Background: an optimization exercise with open tools, aiming at small area and a short achievable clock period. Do not read the settings as production practice.
Function was not checked in any run shown here: the RTL went through the layout flow alone.

==> flow/design.v (outline; a module is shown in full before it is edited, if it fits) <==
// module n_bit_pipo: 16 lines
// module n_bit_adder: 14 lines
// module mul_fa: 7 lines
// module mul_ha: 7 lines
// module mul_ha1: 7 lines
// module mul_and: 6 lines
// module booth_enc: 8 lines
// module booth_enc0: 8 lines
// module booth_sel: 6 lines
// module booth_sel0: 6 lines
// module booth_selt: 6 lines
// module booth_row: 8 lines
// module prefix_g: 6 lines
// module mul_aoi21: 6 lines
// module mul_inv: 6 lines
// module mul_nand2: 6 lines
// module mul_nor2: 6 lines
// module mul_oai21: 6 lines
// module mul_xnor2: 6 lines
// module mul_xor2: 6 lines
// module mul_final_add: 327 lines
// module n_bit_array_mul: 639 lines
module n_bit_array_mul
#(
    parameter N = 32
)
(
    input[N-1:0] data_in,
    input clk, clr_n, load_a, load_b,
    output [2*N-1:0] product,
    output done
);
  // ...
==> flow/flow/run.sh <==
#!/bin/bash
# Layout flow: the standard flow (standard.sh: the standard synthesis and
# the ORFS steps, unchanged) with three layout choices of its own:
#  1. after synthesis, the a21oi_2 and mux2_4 cells that ABC sized up are set
#     back to their _1 size (same function and pins);
#  2. the buffers that placement puts on every port are buf_2 cells instead of
#     the delay-cell buffers that buffer_ports picks by default;
#  3. the port buffers of load_a, load_b and clr_n, which fan out to many
#     registers, are then made buf_8.
# Each step's full output goes to a log file of its own in this folder; ORFS
# also keeps its per-step logs under orfs/logs/.
set -euo pipefail
R=$PWD/orfs/results/$FLOW_PLATFORM/n_bit_array_mul/base
export BUFFER_PORTS_ARGS="-buffer_cell sky130_fd_sc_hd__buf_2"
bash standard.sh $R/1_2_yosys.v > flow_1_synth.log 2>&1
sed -i -e 's/sky130_fd_sc_hd__a21oi_2 /sky130_fd_sc_hd__a21oi_1 /' \
       -e 's/sky130_fd_sc_hd__mux2_4 /sky130_fd_sc_hd__mux2_1 /' $R/1_2_yosys.v
bash standard.sh $R/3_3_place_gp.odb > flow_2_place.log 2>&1
PORTS_ODB=$R/3_3_place_gp.odb openroad -no_init -exit flow/ports.tcl > flow_3_ports.log 2>&1
bash standard.sh > flow_4_finish.log 2>&1
==> flow/flow/ports.tcl <==
# Give the input ports with a large fanout (operand loads, clear) a stronger
# port buffer than the other ports.  Runs on the global placement result,
# before the placement resizer and detailed placement.
set odb $::env(PORTS_ODB)
read_db $odb
set block [ord::get_db_block]
set big [[ord::get_db] findMaster sky130_fd_sc_hd__buf_8]
foreach p {load_a load_b clr_n} {
  set net [[$block findBTerm $p] getNet]
  foreach it [$net getITerms] {
    set inst [$it getInst]
    if {[string match "sky130_fd_sc_hd__buf_*" [[$inst getMaster] getName]]} {
      puts "port $p: [$inst getName] [[$inst getMaster] getName] -> sky130_fd_sc_hd__buf_8"
      $inst swapMaster $big
    }
  }
}
write_db $odb
==> flow/standard.sh <==
#!/bin/bash
# synth_recipe.tcl (not shown) runs the flow's synth.tcl, then flattens the netlist and writes it again
# the make line also repeats each setting of config.mk as NAME=value (left out here)
make -C /OpenROAD-flow-scripts/flow DESIGN_CONFIG=/design/flow/config.mk WORK_HOME=/design/flow/orfs CLKGATE_MAP_FILE= SYNTH_SCRIPT=/design/flow/synth_recipe.tcl "${@:-finish}"
==> flow/config.mk <==
export PLATFORM = sky130hd
export DESIGN_NAME = n_bit_array_mul
export DESIGN_NICKNAME = n_bit_array_mul
export VERILOG_FILES = /design/flow/design.v
export SDC_FILE = /design/flow/constraint.sdc
export NUM_CORES = 4
export LEC_CHECK = 0
export CAP_MARGIN = 20
export CORE_MARGIN = 2
export CORE_UTILIZATION = 50
export SLEW_MARGIN = 20
export SYNTH_HIERARCHICAL = 1
==> flow/constraint.sdc <==
create_clock -name core_clock -period 38.0 [get_ports {clk}]
set_input_delay 7.6000 -clock core_clock [delete_from_list [all_inputs] [get_ports {clk}]]
set_output_delay 7.6000 -clock core_clock [all_outputs]
set_load 0.01 [all_outputs]
==> results.cfg, run 1 <==
[outcome]
status = complete, no violations

[worst_setup_path]
path_delay_family = flip-flops
cp-end-kind = output pin
max_stage_delay_ns = 0.40

[sta]
slew_headroom_pct = 21.8
holdWs_ns = 0.538

[clock_tree]
h-tree-depth = 4
clk_latency_ns = 0.49
clkTransAtPathRegs_ns = 0.07
cts_tree = built

[final_layout]
seq_cell_count = 128
area_delta_synth_final_pct = 4.57
drive_above_1_share_pct = 11.0
diodes = 0
comb.multi_input.count = 2034

[worst_hold_path]
min-delay-start = a_q[12]

[die]
core_um2 = 53700
die_area_um2 = 56200
die_w_um = 237
tapCellCount = 696
io_pins = 101

[yosys]
synth_warnings = 7

[grt]
grt_pass1_vias = 21700
grt_max_degree = 80

[placement]
dp_hpwl_mm = 59.2

[route]
antenna_left = 0
==> inputs of run 2 (changes only) <==
==> flow/flow/run.sh (replaced) <==
#!/bin/bash
# Layout flow: the standard flow (standard.sh: the standard synthesis and
# the ORFS steps, unchanged) with these layout choices of its own:
#  1. the buffers that placement puts on every port are buf_2 cells instead
#     of the delay-cell buffers that buffer_ports picks by default;
#  2. after global placement (flow/resize.tcl): cells that synthesis sized up
#     but that drive at most two loads go back to their _1 size, and the port
#     buffers of load_a, load_b and clr_n (large fanout) become buf_8.
# Each step's full output goes to a log file of its own in this folder; ORFS
# also keeps its per-step logs under orfs/logs/.
set -euo pipefail
R=$PWD/orfs/results/$FLOW_PLATFORM/n_bit_array_mul/base
export BUFFER_PORTS_ARGS="-buffer_cell sky130_fd_sc_hd__buf_2"
bash standard.sh $R/3_3_place_gp.odb > flow_1_to_global_place.log 2>&1
RESIZE_ODB=$R/3_3_place_gp.odb openroad -no_init -exit flow/resize.tcl > flow_2_resize.log 2>&1
bash standard.sh > flow_3_finish.log 2>&1
==> flow/flow/resize.tcl (new file) <==
# Layout choices applied to the global placement result, before the
# placement resizer (repair_design) and detailed placement:
#  - cells that synthesis sized up but that drive at most two loads are set
#    back to their _1 size (same function, same pins);
#  - the port buffers of load_a, load_b and clr_n, which fan out to many
#    registers, are made buf_8.
set odb $::env(RESIZE_ODB)
read_db $odb
set db [ord::get_db]
set block [ord::get_db_block]
set small [dict create \
  sky130_fd_sc_hd__a21oi_2 sky130_fd_sc_hd__a21oi_1 \
  sky130_fd_sc_hd__mux2_4 sky130_fd_sc_hd__mux2_1 \
  sky130_fd_sc_hd__mux2_2 sky130_fd_sc_hd__mux2_1]
set n 0
foreach inst [$block getInsts] {
  set m [[$inst getMaster] getName]
  if {![dict exists $small $m]} { continue }
  set fo 0
  foreach it [$inst getITerms] {
    if {[$it isOutputSignal]} {
      set net [$it getNet]
      if {$net ne "NULL"} {
        set fo [expr {[llength [$net getITerms]] - 1 + [llength [$net getBTerms]]}]
      }
    }
  }
  if {$fo <= 2} {
    $inst swapMaster [$db findMaster [dict get $small $m]]
    incr n
  }
}
puts "resized $n cells down"
set big [$db findMaster sky130_fd_sc_hd__buf_8]
foreach p {load_a load_b clr_n} {
  set net [[$block findBTerm $p] getNet]
  foreach it [$net getITerms] {
    set inst [$it getInst]
    if {[string match "sky130_fd_sc_hd__buf_*" [[$inst getMaster] getName]]} {
      puts "port $p: [$inst getName] [[$inst getMaster] getName] -> sky130_fd_sc_hd__buf_8"
      $inst swapMaster $big
    }
  }
}
write_db $odb
removed: flow/flow/ports.tcl
==> run 2 against run 1 <==
  * Routed wire length grew 0.64%
  * Via count is 1.8% higher
  * Synthesized area up 1.9%
  * Worst setup slack better by 0.025 ns
  * Still clean
  * Critical endpoint is now product[55]
  * Synthesized cell count stayed put
  * Flip-flop and latch count stayed put
  * Final cell count grew 0.16%
  * Critical path depth stayed put
==> results.cfg, run 2 <==
[final_layout]
largest_register_ffs = 64
area_delta_synth_final_pct = 3.12
final_common_cell = xnor2_1
top_register = p_q
drive_above_1_share_pct = 11.6
nets = 3086
stdcell_count = 3176
final_cell_mix = xnor2_1, a22oi_1, fa_1
reg_top3 = p_q x64, a_q x32, b_q x32
diodes = 0

[route]
postRouteWirelength_mm = 87.6
wl_per_cell_um = 27.6
drtIter0Drc = 2803
post-route-drc-count = 0
num_vias = 20800
first_pass_iters = 8
via_per_inst = 6.56
antenna_left = 0

[sta]
rsz0062_at_grt = no
worst_pin_slew_ns = 1.02
setup_viol = 0
skew_ns = 0.0127
min_period_ns = 8.60
tns_ns = 0
fmax_ghz = 0.116
slew_headroom_pct = 32.0
hold_violations = 0
finalMaxSlewViolations = 0
post-route-period-util_pct = 22.6

[yosys]
synthArstFlopShare_pct = 100
syn-instance-count = 2445
yosys-top-cells-area = fa_1, xnor2_1, a22oi_1
synth_top_area_share_pct = 33.6
syn_avg_cell_area_um2 = 11.3
synth.most_common_cell = xnor2_1
syn_area_um2 = 27700
yosysUniqueCellTypes = 23
synth-edff-count = 0
synth_ff_type = dfrtp_1
synth_area_leader_cell = fa_1
ys_seq_area_share_pct = 11.6
synth_nets = 3071
synth_common_cells = xnor2_1, a22oi_1, fa_1, dfrtp_1, ha_1
synth_warnings = 7
synth_seq_cells = 128

[worst_setup_path]
cp-end-kind = output pin
slowest_stage = dfrtp_1
cp_data_arrival_time_ns = 1.00
path_buf_inv = 1
path_delay_family = flip-flops
crit_type = reg -> out
max_stage_delay_ns = 0.38
cp_max_fo = 1
worst_ep_required_time_ns = 30.40
critical_path.cell_chain = buf_2
cp-start-kind = flop

[grt]
use_met2_pct = 51.8
groute.layer.met3.usage_pct = 6.88
grt_pass1_vias = 22800
antenna_found_initial = 1
grt_max_degree = 75
grt_pass1_wl_mm = 136
grt_busiest_layer = met2
track_usage_pct = 31.6
met1_usage_pct = 39.8
gr-total-overflow = 0

[clock_tree]
clock_path_buffers = 2
post-cts-setup-buffers = 0
cts_sinks = 128
cts_made_buffers = 17
clkTransAtPathRegs_ns = 0.06
root_buffer = clkbuf_16
h-tree-depth = 4
cts_tree = built
cts_hold_buf = 0
clk_latency_ns = 0.49
cts.repair.resized = 0

[die]
num_rows = 86
start_util_pct = 50.4
core_um2 = 54900
die_w_um = 239
die_area_um2 = 57200
io_pins = 101
die_h_um = 239

[outcome]
status = complete, no violations

[placement]
place_inst = 3145
dp_hpwl_mm = 55.9
gp_congestion = 0.885
place.port_buffers = 99

[run]
maxCapViolCount = 0

[worst_hold_path]
hold_path.class = reg -> reg
[run 2: worst paths after layout]
| path | startpoint | endpoint | slack, ns | cells after the start |
|---|---|---|---|---|
| max reg2reg | b_q[5] | p_q[63] | 29.89 | 25 |
| min | b_q[30] | b_q[30] | 0.59 | 1 |
| min reg2reg | b_q[30] | b_q[30] | 0.59 | 1 |
| min in group asynchronous | clr_n | p_q[8] | 7.08 | 1 |
| max in group asynchronous | clr_n | b_q[21] | 29.70 | 2 |
| max | p_q[55] | product[55] | 29.40 | 1 |
[run 2: per-module statistics from Yosys (local to each module, per instance)]
module | area (um2) | cells | flip-flops and latches
mul_and | 6.26 | 1 | 0
booth_enc0 | 28.8 | 3 | 0
mul_final_add | 7.51 | 1 | 0
mul_ha | 12.5 | 1 | 0
booth_enc | 38.8 | 5 | 0
mul_xor2 | 8.76 | 1 | 0
mul_xnor2 | 8.76 | 1 | 0
mul_oai21 | 5.00 | 1 | 0
mul_nand2 | 3.75 | 1 | 0
mul_inv | 3.75 | 1 | 0
mul_nor2 | 3.75 | 1 | 0
mul_ha1 | 27.5 | 5 | 0
booth_row | 607 | 76 | 0
mul_fa | 20.0 | 1 | 0
mul_aoi21 | 8.76 | 1 | 0
n_bit_array_mul | 4370 | 219 | 128
[run 2: final cells by class]
class | instances | area (um2)
flip-flops and latches | 128 | 3250
multi-input cells | 2034 | 22300
inverters | 96 | 360
clock buffers | 17 | 425
well taps | 704 | 881
repair buffers | 183 | 1160
fillers | 4864 | 26300
clock inverters | 14 | 205
[run 2: routing by layer]
layer,routed length [um],up-vias
met4,4260,0
met3,8060,332
li1,-,8432
met1,34000,10800
met5,0,-
met2,41300,1311
[run 2: cell families (layout without fill, tap and decap cells)]
family | count (synthesis) | in the layout | share of synthesized area [%]
AND/OR/NAND/NOR | 147 | 147 | 2.46
XOR/XNOR | 606 | 606 | 19.2
adder cells (fa/ha/maj) | 590 | 590 | 39.3
multiplexers | 64 | 64 | 3.42
AO/OA/AOI/OAI | 625 | 625 | 17.3
buffers and inverters | 283 | 310 | 6.82
other | 2 | 2 | 0.0271
flip-flops | 128 | 128 | 11.6
[run 2: stage by stage]
stage                     instance area (um2)  setup WS (ns)  hold WS (ns)  util (%)
after floorplan                         27700          29.73         0.538         -
after global placement                  28400          28.99         0.590      51.7
after detailed placement                27900          29.04         0.582      50.8
after CTS                               28500          29.35         0.596      52.0
after global routing                    28500          29.36         0.621      52.0
final                                   28500          29.40         0.591      52.0
==> inputs of run 3 (changes only) <==
--- a/flow/flow/run.sh
+++ b/flow/flow/run.sh
@@ -7,3 +7,5 @@
 #     but that drive at most two loads go back to their _1 size, and the port
-#     buffers of load_a, load_b and clr_n (large fanout) become buf_8.
+#     buffers of load_a, load_b and clr_n (large fanout) become buf_8;
+#  3. after the placement resizer (flow/resize2.tcl): the buffers of the
+#     clr_n tree that drive more than 16 loads become buf_16.
 # Each step's full output goes to a log file of its own in this folder; ORFS
@@ -15,2 +17,4 @@
 RESIZE_ODB=$R/3_3_place_gp.odb openroad -no_init -exit flow/resize.tcl > flow_2_resize.log 2>&1
-bash standard.sh > flow_3_finish.log 2>&1
+bash standard.sh $R/3_4_place_resized.odb > flow_3_place_resize.log 2>&1
+RESIZE_ODB=$R/3_4_place_resized.odb openroad -no_init -exit flow/resize2.tcl > flow_4_resize_clear.log 2>&1
+bash standard.sh > flow_5_finish.log 2>&1
==> flow/flow/resize2.tcl (new file) <==
# Layout choice applied after the placement resizer, before detailed
# placement: the buffers of the clear (clr_n) tree that drive 16 or more
# loads become buf_16, so the clear reaches all registers sooner.
set odb $::env(RESIZE_ODB)
read_db $odb
set db [ord::get_db]
set block [ord::get_db_block]
set big [$db findMaster sky130_fd_sc_hd__buf_16]
set todo [list [[$block findBTerm clr_n] getNet]]
while {[llength $todo]} {
  set net [lindex $todo 0]
  set todo [lrange $todo 1 end]
  foreach it [$net getITerms] {
    if {![$it isInputSignal]} { continue }
    set inst [$it getInst]
    set m [[$inst getMaster] getName]
    if {![string match "sky130_fd_sc_hd__buf_*" $m]} { continue }
    foreach ot [$inst getITerms] {
      if {[$ot isOutputSignal] && [$ot getNet] ne "NULL"} {
        set onet [$ot getNet]
        set fo [llength [$onet getITerms]]
        if {$fo > 16} {
          puts "clr_n tree: [$inst getName] $m fanout [expr {$fo - 1}] -> sky130_fd_sc_hd__buf_16"
          $inst swapMaster $big
        }
        lappend todo $onet
      }
    }
  }
}
write_db $odb
==> run 3 against run 2 <==
  * Still clean
  * Die area did not move
  * Critical path depth did not move
  * Final area barely moved
  * Highest routed layer unchanged
==> results.cfg, run 3 <==
[yosys]
syn_avg_cell_area_um2 = 11.3
synth_ff_type = dfrtp_1
synth_area_leader_cell = fa_1
synth_top_area_share_pct = 33.6
syn-instance-count = 2445
synth_seq_cells = 128
synthArstFlopShare_pct = 100
synth.most_common_cell = xnor2_1
synth-edff-count = 0
synth_common_cells = xnor2_1, a22oi_1, fa_1, dfrtp_1, ha_1
synth_warnings = 7
syn_area_um2 = 27700
synth_nets = 3071
yosys-top-cells-area = fa_1, xnor2_1, a22oi_1
ys_seq_area_share_pct = 11.6
yosysUniqueCellTypes = 23

[die]
io_pins = 101
die_area_um2 = 57200
core_um2 = 54900
die_h_um = 239
num_rows = 86
die_w_um = 239
start_util_pct = 50.4

[worst_setup_path]
path_buf_inv = 1
r2r_end = p_q[63]
r2r_cells = 25
cp-end-kind = output pin
crit_type = reg -> out
path_delay_family = flip-flops
critical_path.cell_chain = buf_2
rrSetupSlack_ns = 29.93
max_stage_delay_ns = 0.37
cp_data_arrival_time_ns = 1.01
cp-start-kind = flop
worst_ep_required_time_ns = 30.40
slowest_stage = dfrtp_1
rr_startpoint = b_q[5]
cp_max_fo = 1

[sta]
rsz0062_at_grt = no
tns_ns = 0
hold_violations = 0
worst_pin_slew_ns = 1.06
setup_viol = 0
skew_ns = 0.0201
slew_headroom_pct = 29.3
min_period_ns = 8.61
fmax_ghz = 0.116
finalMaxSlewViolations = 0
post-route-period-util_pct = 22.6

[clock_tree]
clkTransAtPathRegs_ns = 0.08
root_buffer = clkbuf_16
cts_tree = built
cts_hold_buf = 0
clk_latency_ns = 0.50
h-tree-depth = 4
post-cts-setup-buffers = 0
cts.repair.resized = 0
cts_sinks = 128
clock_path_buffers = 2
cts_made_buffers = 17

[route]
post-route-drc-count = 0
antenna_left = 0
num_vias = 20900
first_pass_iters = 6
via_per_inst = 6.57
drtIter0Drc = 2679
postRouteWirelength_mm = 88.3
wl_per_cell_um = 27.8

[worst_hold_path]
hold_path.class = reg -> reg
hold_path_end = b_q[7]
min-delay-start = b_q[7]
whs_path_depth = 1

[grt]
grt_pass1_vias = 22800
grt_pass1_wl_mm = 137
track_usage_pct = 31.9
gr-total-overflow = 0
grt_max_degree = 75
antenna_found_initial = 1

[final_layout]
largest_register_ffs = 64
final_common_cell = xnor2_1
nets = 3086
reg_top3 = p_q x64, a_q x32, b_q x32
stdcell_area_um2 = 28500
final_cell_mix = xnor2_1, a22oi_1, fa_1
top_register = p_q
drive_above_1_share_pct = 11.6
fillers = 4908
diodes = 0
area_delta_synth_final_pct = 3.08

[placement]
dp_hpwl_mm = 55.9
place.port_buffers = 99
placed_cell_area_um2 = 27900
gp_congestion = 0.885

[outcome]
status = complete, no violations

[run]
maxCapViolCount = 0
## run 3: area by class of cell
cell class / instances / area [um2] / area share, %
Multi-Input combinational cell: 2034 / 22300 / 78.0
Clock inverter: 14 / 146 / 0.513
Clock buffer: 18 / 439 / 1.54
Inverter: 96 / 360 / 1.26
Sequential cell: 128 / 3250 / 11.4
Timing Repair Buffer: 183 / 1190 / 4.17
Tap cell: 704 / 881 / 3.09
## run 3: stage by stage
stage / std cells / hold slack (ns) / utilization, % / setup WS [ns]
3_5_place_dp: 3145 / 0.582 / 50.9 / 29.29
2_1_floorplan: 2445 / 0.538 / - / 29.73
5_1_grt: 3177 / 0.620 / 52.0 / 29.35
3_3_place_gp: 3145 / 0.590 / 51.7 / 28.99
4_1_cts: 3177 / 0.598 / 52.0 / 29.36
6_report: 3177 / 0.595 / 52.0 / 29.39
## run 3: worst max-delay path by stage
| stage | start | to | cells after the start |
|---|---|---|---|
| 2_1_floorplan | load_a | a_q[30] | 3 |
| 3_3_place_gp | clr_n | b_q[21] | 2 |
| 3_5_place_dp | load_b | b_q[13] | 3 |
| 4_1_cts | p_q[41] | product[41] | 1 |
| 5_1_grt | p_q[47] | product[47] | 1 |
| 6_report | p_q[28] | product[28] | 1 |
## run 3: per-module statistics from Yosys (local to each module, per instance)
| module | copies in the design | cell area (um2) | cells inside | flip-flops and latches |
|---|---|---|---|---|
| booth_row | 16 | 607 | 76 | 0 |
| mul_aoi21 | 78 | 8.76 | 1 | 0 |
| mul_xnor2 | 42 | 8.76 | 1 | 0 |
| mul_ha | 110 | 12.5 | 1 | 0 |
| booth_enc0 | 1 | 28.8 | 3 | 0 |
| mul_inv | 16 | 3.75 | 1 | 0 |
| mul_final_add | 1 | 7.51 | 1 | 0 |
| mul_oai21 | 36 | 5.00 | 1 | 0 |
| mul_and | 32 | 6.26 | 1 | 0 |
| mul_nor2 | 16 | 3.75 | 1 | 0 |
| mul_fa | 464 | 20.0 | 1 | 0 |
| mul_ha1 | 16 | 27.5 | 5 | 0 |
| mul_xor2 | 21 | 8.76 | 1 | 0 |
| booth_enc | 15 | 38.8 | 5 | 0 |
| mul_nand2 | 36 | 3.75 | 1 | 0 |
| n_bit_array_mul | 1 | 4370 | 219 | 128 |
## run 3: logic make-up (layout without fill, tap and decap cells)
kind of cell	Yosys count	after routing	synth area share [%]
multiplexers	64	64	3.42
AO/OA/AOI/OAI	625	625	17.3
buffers and inverters	283	311	6.82
AND/OR/NAND/NOR	147	147	2.46
adder cells (fa/ha/maj)	590	590	39.3
other	2	2	0.0271
XOR/XNOR	606	606	19.2
flip-flops	128	128	11.6
## run 3: layer usage
metal | global-route usage, % | wire length (um) | vias to the layer above
met5 | 0 | 0 | -
met4 | 16.0 | 4000 | 0
met3 | 6.90 | 8730 | 294
met2 | 52.0 | 41900 | 1341
met1 | 40.3 | 33600 | 10800
li1 | - | - | 8434
==> inputs of run 4 (changes only) <==
--- a/flow/config.mk
+++ b/flow/config.mk
@@ -10,2 +10,3 @@
 export CORE_UTILIZATION = 50
+export CTS_BUF_LIST = sky130_fd_sc_hd__clkbuf_8
 export SLEW_MARGIN = 20
==> run 4 against run 3 <==
  * Synthesized cell count unchanged
  * Worst setup slack worse by 0.077 ns
  * Largest cell class unchanged
  * Die area unchanged
  * Clock skew up 0.014 ns
  * Critical path depth unchanged
  * Synthesized area unchanged
  * Critical endpoint is now product[41]
  * Final cell count about the same
==> results.cfg, run 4 <==
[placement]
dp_hpwl_mm = 55.9
place.port_buffers = 99
gp_congestion = 0.885
pre_cts_ws_ns = 29.29
placed_cell_area_um2 = 27900

[route]
highest_layer = met4
antenna_left = 0
wl_met1_mm = 33.4
wl_met2_mm = 41.8
wl_met3_mm = 8.82
postRouteWirelength_mm = 88.2
first_pass_iters = 6
wl_per_cell_um = 27.8
post-route-drc-count = 0
num_vias = 21100
drtIter0Drc = 2707
via_per_inst = 6.63

[clock_tree]
cts.repair.resized = 0
clock_path_buffers = 2
cts_hold_buf = 0
h-tree-depth = 4
root_buffer = clkbuf_8
cts_made_buffers = 17
clk_latency_ns = 0.57
post-cts-setup-buffers = 0
cts_sinks = 128
clkTransAtPathRegs_ns = 0.12
cts_tree = built

[final_layout]
stdcell_area_um2 = 28300
final_common_cell = xnor2_1
fillers = 4924
fin_util_pct = 51.6
drive_above_1_share_pct = 11.6
reg_top3 = p_q x64, a_q x32, b_q x32
largest_register_ffs = 64
area_delta_synth_final_pct = 2.40
nets = 3086
multiInputGateArea_um2 = 22300
top_register = p_q
final_cell_mix = xnor2_1, a22oi_1, fa_1
regArea_um2 = 3250

[worst_setup_path]
cp_max_fo = 1
worst_ep_required_time_ns = 30.40
r2r_end = p_q[63]
cp-start-kind = flop
path_buf_inv = 1
r2r_cells = 25
endpoint = product[41]
rr_startpoint = b_q[5]
max_stage_delay_ns = 0.38
cp_num_cells = 1
setup.worst_path.start = p_q[41]
cp-end-kind = output pin
cp_data_arrival_time_ns = 1.08
slowest_stage = dfrtp_1
critical_path.cell_chain = buf_2
path_delay_family = flip-flops
rrSetupSlack_ns = 29.88
crit_type = reg -> out

[die]
die_area_um2 = 57200
die_w_um = 239
io_pins = 101
core_um2 = 54900
num_rows = 86
start_util_pct = 50.4
die_h_um = 239

[yosys]
yosysUniqueCellTypes = 23
synthXorXnorAreaFrac_pct = 19.2
synth_warnings = 7
syn_avg_cell_area_um2 = 11.3
synth_compound_gate_area_share_pct = 17.3
synth_seq_cells = 128
syn-instance-count = 2445
synth_ff_type = dfrtp_1
ys_seq_area_share_pct = 11.6
yosys-top-cells-area = fa_1, xnor2_1, a22oi_1
synthAdderAreaFrac_pct = 39.3
synth.mux.area_fraction_pct = 3.42
synth_area_leader_cell = fa_1
synth_nets = 3071
synth_top_family_by_area = adder cells
synth_common_cells = xnor2_1, a22oi_1, fa_1, dfrtp_1, ha_1
synth-edff-count = 0
synth.most_common_cell = xnor2_1
synth_top_area_share_pct = 33.6
yosys.area_share.simple_pct = 2.46
syn_area_um2 = 27700
synthArstFlopShare_pct = 100

[sta]
fmax_ghz = 0.115
finalMaxSlewViolations = 0
post-route-period-util_pct = 22.9
slew_headroom_pct = 29.0
holdWs_ns = 0.601
hold_violations = 0
setup_viol = 0
min_period_ns = 8.68
skew_ns = 0.0340
rsz0062_at_grt = no
fin_ws_ns = 29.32
tns_ns = 0
worst_pin_slew_ns = 1.07

[grt]
grt_pass1_wl_mm = 137
gr-total-overflow = 0
track_usage_pct = 31.8
grt_max_degree = 75
antenna_found_initial = 2
grt_pass1_vias = 22800

[worst_hold_path]
min-delay-start = b_q[30]
hold_path.class = reg -> reg

[run]
maxCapViolCount = 0

[outcome]
status = complete, no violations
run 4: cell counts after synthesis:
No cell type changed its count.
run 4: worst min path at each step:
stage,end,cells after the start
global route,b_q[8],1
global placement,b_q[7],1
floorplan,b_q[10],1
CTS,b_q[30],1
detailed placement,b_q[14],1
finish,b_q[30],1
run 4: cell families after synthesis:
| logic type | count (synthesis) |
|---|---|
| muxes | 64 |
| xor gates and xnor gates | 606 |
| DFF | 128 |
| buffers and inverters | 283 |
| adders and majority gates | 590 |
| other | 2 |
| AOI/OAI and AO/OA | 625 |
| and+or+nand+nor | 147 |
run 4: per-stage QoR:
stage	instances
after floorplan	2445
after CTS	3177
after global routing	3178
after detailed placement	3145
after global placement	3145
final	3178
run 4: modules after synthesis, one instance, submodules excluded, excerpt:
| module | cells | copies in the design | cell area (um2) |
|---|---|---|---|
| mul_nor2 | 1 | 16 | 3.75 |
| mul_inv | 1 | 16 | 3.75 |
| mul_final_add | 1 | 1 | 7.51 |
| mul_nand2 | 1 | 36 | 3.75 |
| mul_xnor2 | 1 | 42 | 8.76 |
| mul_fa | 1 | 464 | 20.0 |
| mul_ha1 | 5 | 16 | 27.5 |
| mul_aoi21 | 1 | 78 | 8.76 |
| mul_ha | 1 | 110 | 12.5 |
| n_bit_array_mul | 219 | 1 | 4370 |
| mul_and | 1 | 32 | 6.26 |
| booth_enc | 5 | 15 | 38.8 |
| mul_xor2 | 1 | 21 | 8.76 |
| booth_enc0 | 3 | 1 | 28.8 |
run 4: routing by layer:
layer	GRT usage, %	up-vias
met3	6.27	325
met1	40.2	10900
met4	16.0	0
met2	52.2	1430
li1	-	8438
met5	0	-
run 4: area by class of cell:
cell class | instances | area share (%)
inverter | 96 | 1.27
tap | 704 | 3.11
clock inverter | 14 | 0.517
timing repair buffer | 183 | 4.20
clock buffer | 18 | 0.874
antenna | 1 | 0.00883
sequential | 128 | 11.5
multi-input combinational | 2034 | 78.6
==> inputs of run 5 (changes only) <==
--- a/flow/flow/run.sh
+++ b/flow/flow/run.sh
@@ -10,2 +10,4 @@
 #     clr_n tree that drive more than 16 loads become buf_16.
+#  4. clock tree synthesis runs with its usual options plus
+#     -dont_use_dummy_load (no extra load cells on the clock tree).
 # Each step's full output goes to a log file of its own in this folder; ORFS
@@ -15,2 +17,3 @@
 export BUFFER_PORTS_ARGS="-buffer_cell sky130_fd_sc_hd__buf_2"
+export CTS_ARGS="-sink_clustering_enable -repair_clock_nets -dont_use_dummy_load"
 bash standard.sh $R/3_3_place_gp.odb > flow_1_to_global_place.log 2>&1
--- a/flow/config.mk
+++ b/flow/config.mk
@@ -10,3 +10,2 @@
 export CORE_UTILIZATION = 50
-export CTS_BUF_LIST = sky130_fd_sc_hd__clkbuf_8
 export SLEW_MARGIN = 20
==> run 5 against run 4 <==
  * Worst setup slack improved by 0.084 ns
  * Global-route usage increased by 0.074 points
  * Critical path depth unchanged
  * Via count decreased by 0.82%
  * Final cell count decreased by 0.50%
  * Register-to-register slack improved by 0.02 ns
  * Synthesized area unchanged
  * Critical path type unchanged
==> results.cfg, run 5 <==
[outcome]
status = complete, no violations

[sta]
rsz0062_at_grt = no
min_period_ns = 8.60
slew_headroom_pct = 28.3
tns_ns = 0
setup_viol = 0
hold_violations = 0
finalMaxSlewViolations = 0
skew_ns = 0.0260
worst_pin_slew_ns = 1.08
post-route-period-util_pct = 22.6
fmax_ghz = 0.116

[final_layout]
fillers = 4914
drive_above_1_share_pct = 11.1
largest_register_ffs = 64
nets = 3086
final_cell_mix = xnor2_1, a22oi_1, fa_1
final_common_cell = xnor2_1
reg_top3 = p_q x64, a_q x32, b_q x32
top_register = p_q
fin_util_pct = 51.7
diodes = 0
area_delta_synth_final_pct = 2.50

[worst_hold_path]
whs_path_depth = 1
hold_path_end = b_q[7]
min-delay-start = b_q[7]
hold_path.class = reg -> reg

[yosys]
synth_compound_gate_area_share_pct = 17.3
ys_seq_area_share_pct = 11.6
synthAdderAreaFrac_pct = 39.3
synth_top_family_by_area = adder cells
synth_ff_type = dfrtp_1
yosys.area_share.simple_pct = 2.46
synth_common_cells = xnor2_1, a22oi_1, fa_1, dfrtp_1, ha_1
yosysUniqueCellTypes = 23
synthXorXnorAreaFrac_pct = 19.2
synth-edff-count = 0
yosys-top-cells-area = fa_1, xnor2_1, a22oi_1
synth_seq_cells = 128
syn-instance-count = 2445
syn_avg_cell_area_um2 = 11.3
syn_area_um2 = 27700
synth_nets = 3071
synth.mux.area_fraction_pct = 3.42
synth_area_leader_cell = fa_1
synth.most_common_cell = xnor2_1
synthArstFlopShare_pct = 100
synth_warnings = 7
synth_top_area_share_pct = 33.6

[clock_tree]
clk_latency_ns = 0.50
post-cts-setup-buffers = 0
clkTransAtPathRegs_ns = 0.07
cts_sinks = 128
h-tree-depth = 4
cts_tree = built
cts_hold_buf = 0
clock_path_buffers = 2
cts.repair.resized = 0
cts_made_buffers = 17
root_buffer = clkbuf_16

[worst_setup_path]
crit_type = reg -> out
path_delay_family = flip-flops
rrSetupSlack_ns = 29.90
worst_ep_required_time_ns = 30.40
cp_data_arrival_time_ns = 1.00
cp-start-kind = flop
cp_max_fo = 1
r2r_cells = 25
rr_startpoint = b_q[5]
critical_path.cell_chain = buf_2
cp_num_cells = 1
r2r_end = p_q[63]
path_buf_inv = 1
slowest_stage = dfrtp_1
max_stage_delay_ns = 0.37
cp-end-kind = output pin

[run]
maxCapViolCount = 0

[die]
die_h_um = 239
num_rows = 86
die_area_um2 = 57200
start_util_pct = 50.4
die_w_um = 239
core_um2 = 54900
io_pins = 101

[grt]
antenna_found_initial = 1
gr-total-overflow = 0
grt_pass1_wl_mm = 137
track_usage_pct = 31.9
grt_max_degree = 75
grt_pass1_vias = 22800

[placement]
gp_congestion = 0.885
place.port_buffers = 99
dp_hpwl_mm = 55.9

[route]
first_pass_iters = 6
drtIter0Drc = 2712
postRouteWirelength_mm = 88.1
wl_per_cell_um = 27.9
via_per_inst = 6.61
num_vias = 20900
antenna_left = 0
post-route-drc-count = 0
==> run 5: per-stage QoR <==
step	hold WS (ns)	setup slack [ns]	std cells	cell area, um2
global placement	0.590	28.99	3145	28400
global route	0.618	29.36	3162	28400
finish	0.593	29.40	3162	28400
floorplan	0.538	29.73	2445	27700
CTS	0.597	29.37	3162	28400
detailed placement	0.582	29.29	3145	27900
==> run 5: metal layers <==
layer,track usage [%],routed length (um),vias up
li1,-,-,8412
met1,40.2,34100,10900
met2,52.0,41700,1320
met3,6.88,8170,297
met4,16.0,4150,0
met5,0,0,-
==> run 5: worst max path at each step <==
stage / start / to / slack (ns)
after global routing: p_q[1] / product[1] / 29.36
after global placement: clr_n / b_q[21] / 28.99
after floorplan: load_a / a_q[30] / 29.73
after CTS: p_q[28] / product[28] / 29.37
final: p_q[28] / product[28] / 29.40
after detailed placement: load_b / b_q[13] / 29.29
==> run 5: final cells by class <==
cell class / count / area, um2 / area share, %
clock buffers: 17 / 425 / 1.50
inverters: 96 / 360 / 1.27
multi-input cells: 2034 / 22300 / 78.5
flip-flops and latches: 128 / 3250 / 11.4
well taps: 704 / 881 / 3.11
repair buffers: 183 / 1190 / 4.19
==> run 5: worst reg2reg max path, delay by kind of cell, from the launching register on <==
family | cells | cell delay, ns
adder cells (fa/ha/maj) | 7 | 3.24
AO/OA/AOI/OAI | 12 | 2.56
buffers and inverters | 3 | 1.39
XOR/XNOR | 2 | 0.35
flip-flops | 1 | 0.34
AND/OR/NAND/NOR | 1 | 0.15
==> run 5: cell families after synthesis <==
family | count (synthesis)
xor+xnor | 606
fa+ha+maj | 590
flops | 128
compound gates | 625
buf+inv | 283
mux | 64
other cells | 2
simple gates | 147
==> run 5: per-module statistics from Yosys, one instance, submodules excluded, a selection <==
module | times used | cells | flops+latches
booth_enc | 15 | 5 | 0
booth_row | 16 | 76 | 0
mul_and | 32 | 1 | 0
mul_fa | 464 | 1 | 0
mul_inv | 16 | 1 | 0
mul_nand2 | 36 | 1 | 0
n_bit_array_mul | 1 | 219 | 128

what the ideal ports hide:
Ports are ideal in the flow. The routed layouts listed here were re-timed in OpenROAD. Step 1: set_driving_cell puts a clkbuf_16 on clk and a buf_2 on each other input, an assumption about the parent block. Step 2, shift: input delay + t, output delay - t, t = (earliest + latest rising clock arrival at the registers) / 2. This alone moves slack from input paths to output paths. Slacks: ideal ports / drivers / drivers and shift; pairs: ideal ports / drivers.
run	shift t [ns]	setup WS [ns]	worst slew at a driven data input, ns
run 1	0.542	29.373 / 29.310 / 29.291	0.06
run 2	0.544	29.397 / 29.335 / 29.164	0.05
run 3	0.554	29.394 / 29.330 / 29.232	0.09
run 4	0.615	29.317 / 29.255 / 29.248	0.09
run 5	0.547	29.401 / 29.337 / 29.242	0.09
After both steps every run listed still meets setup and hold. For run 2, which loses most, drivers alone change the setup slack by -0.062 ns; drivers and shift together by -0.233 ns. The worst setup slack also covers recovery checks on asynchronous resets.
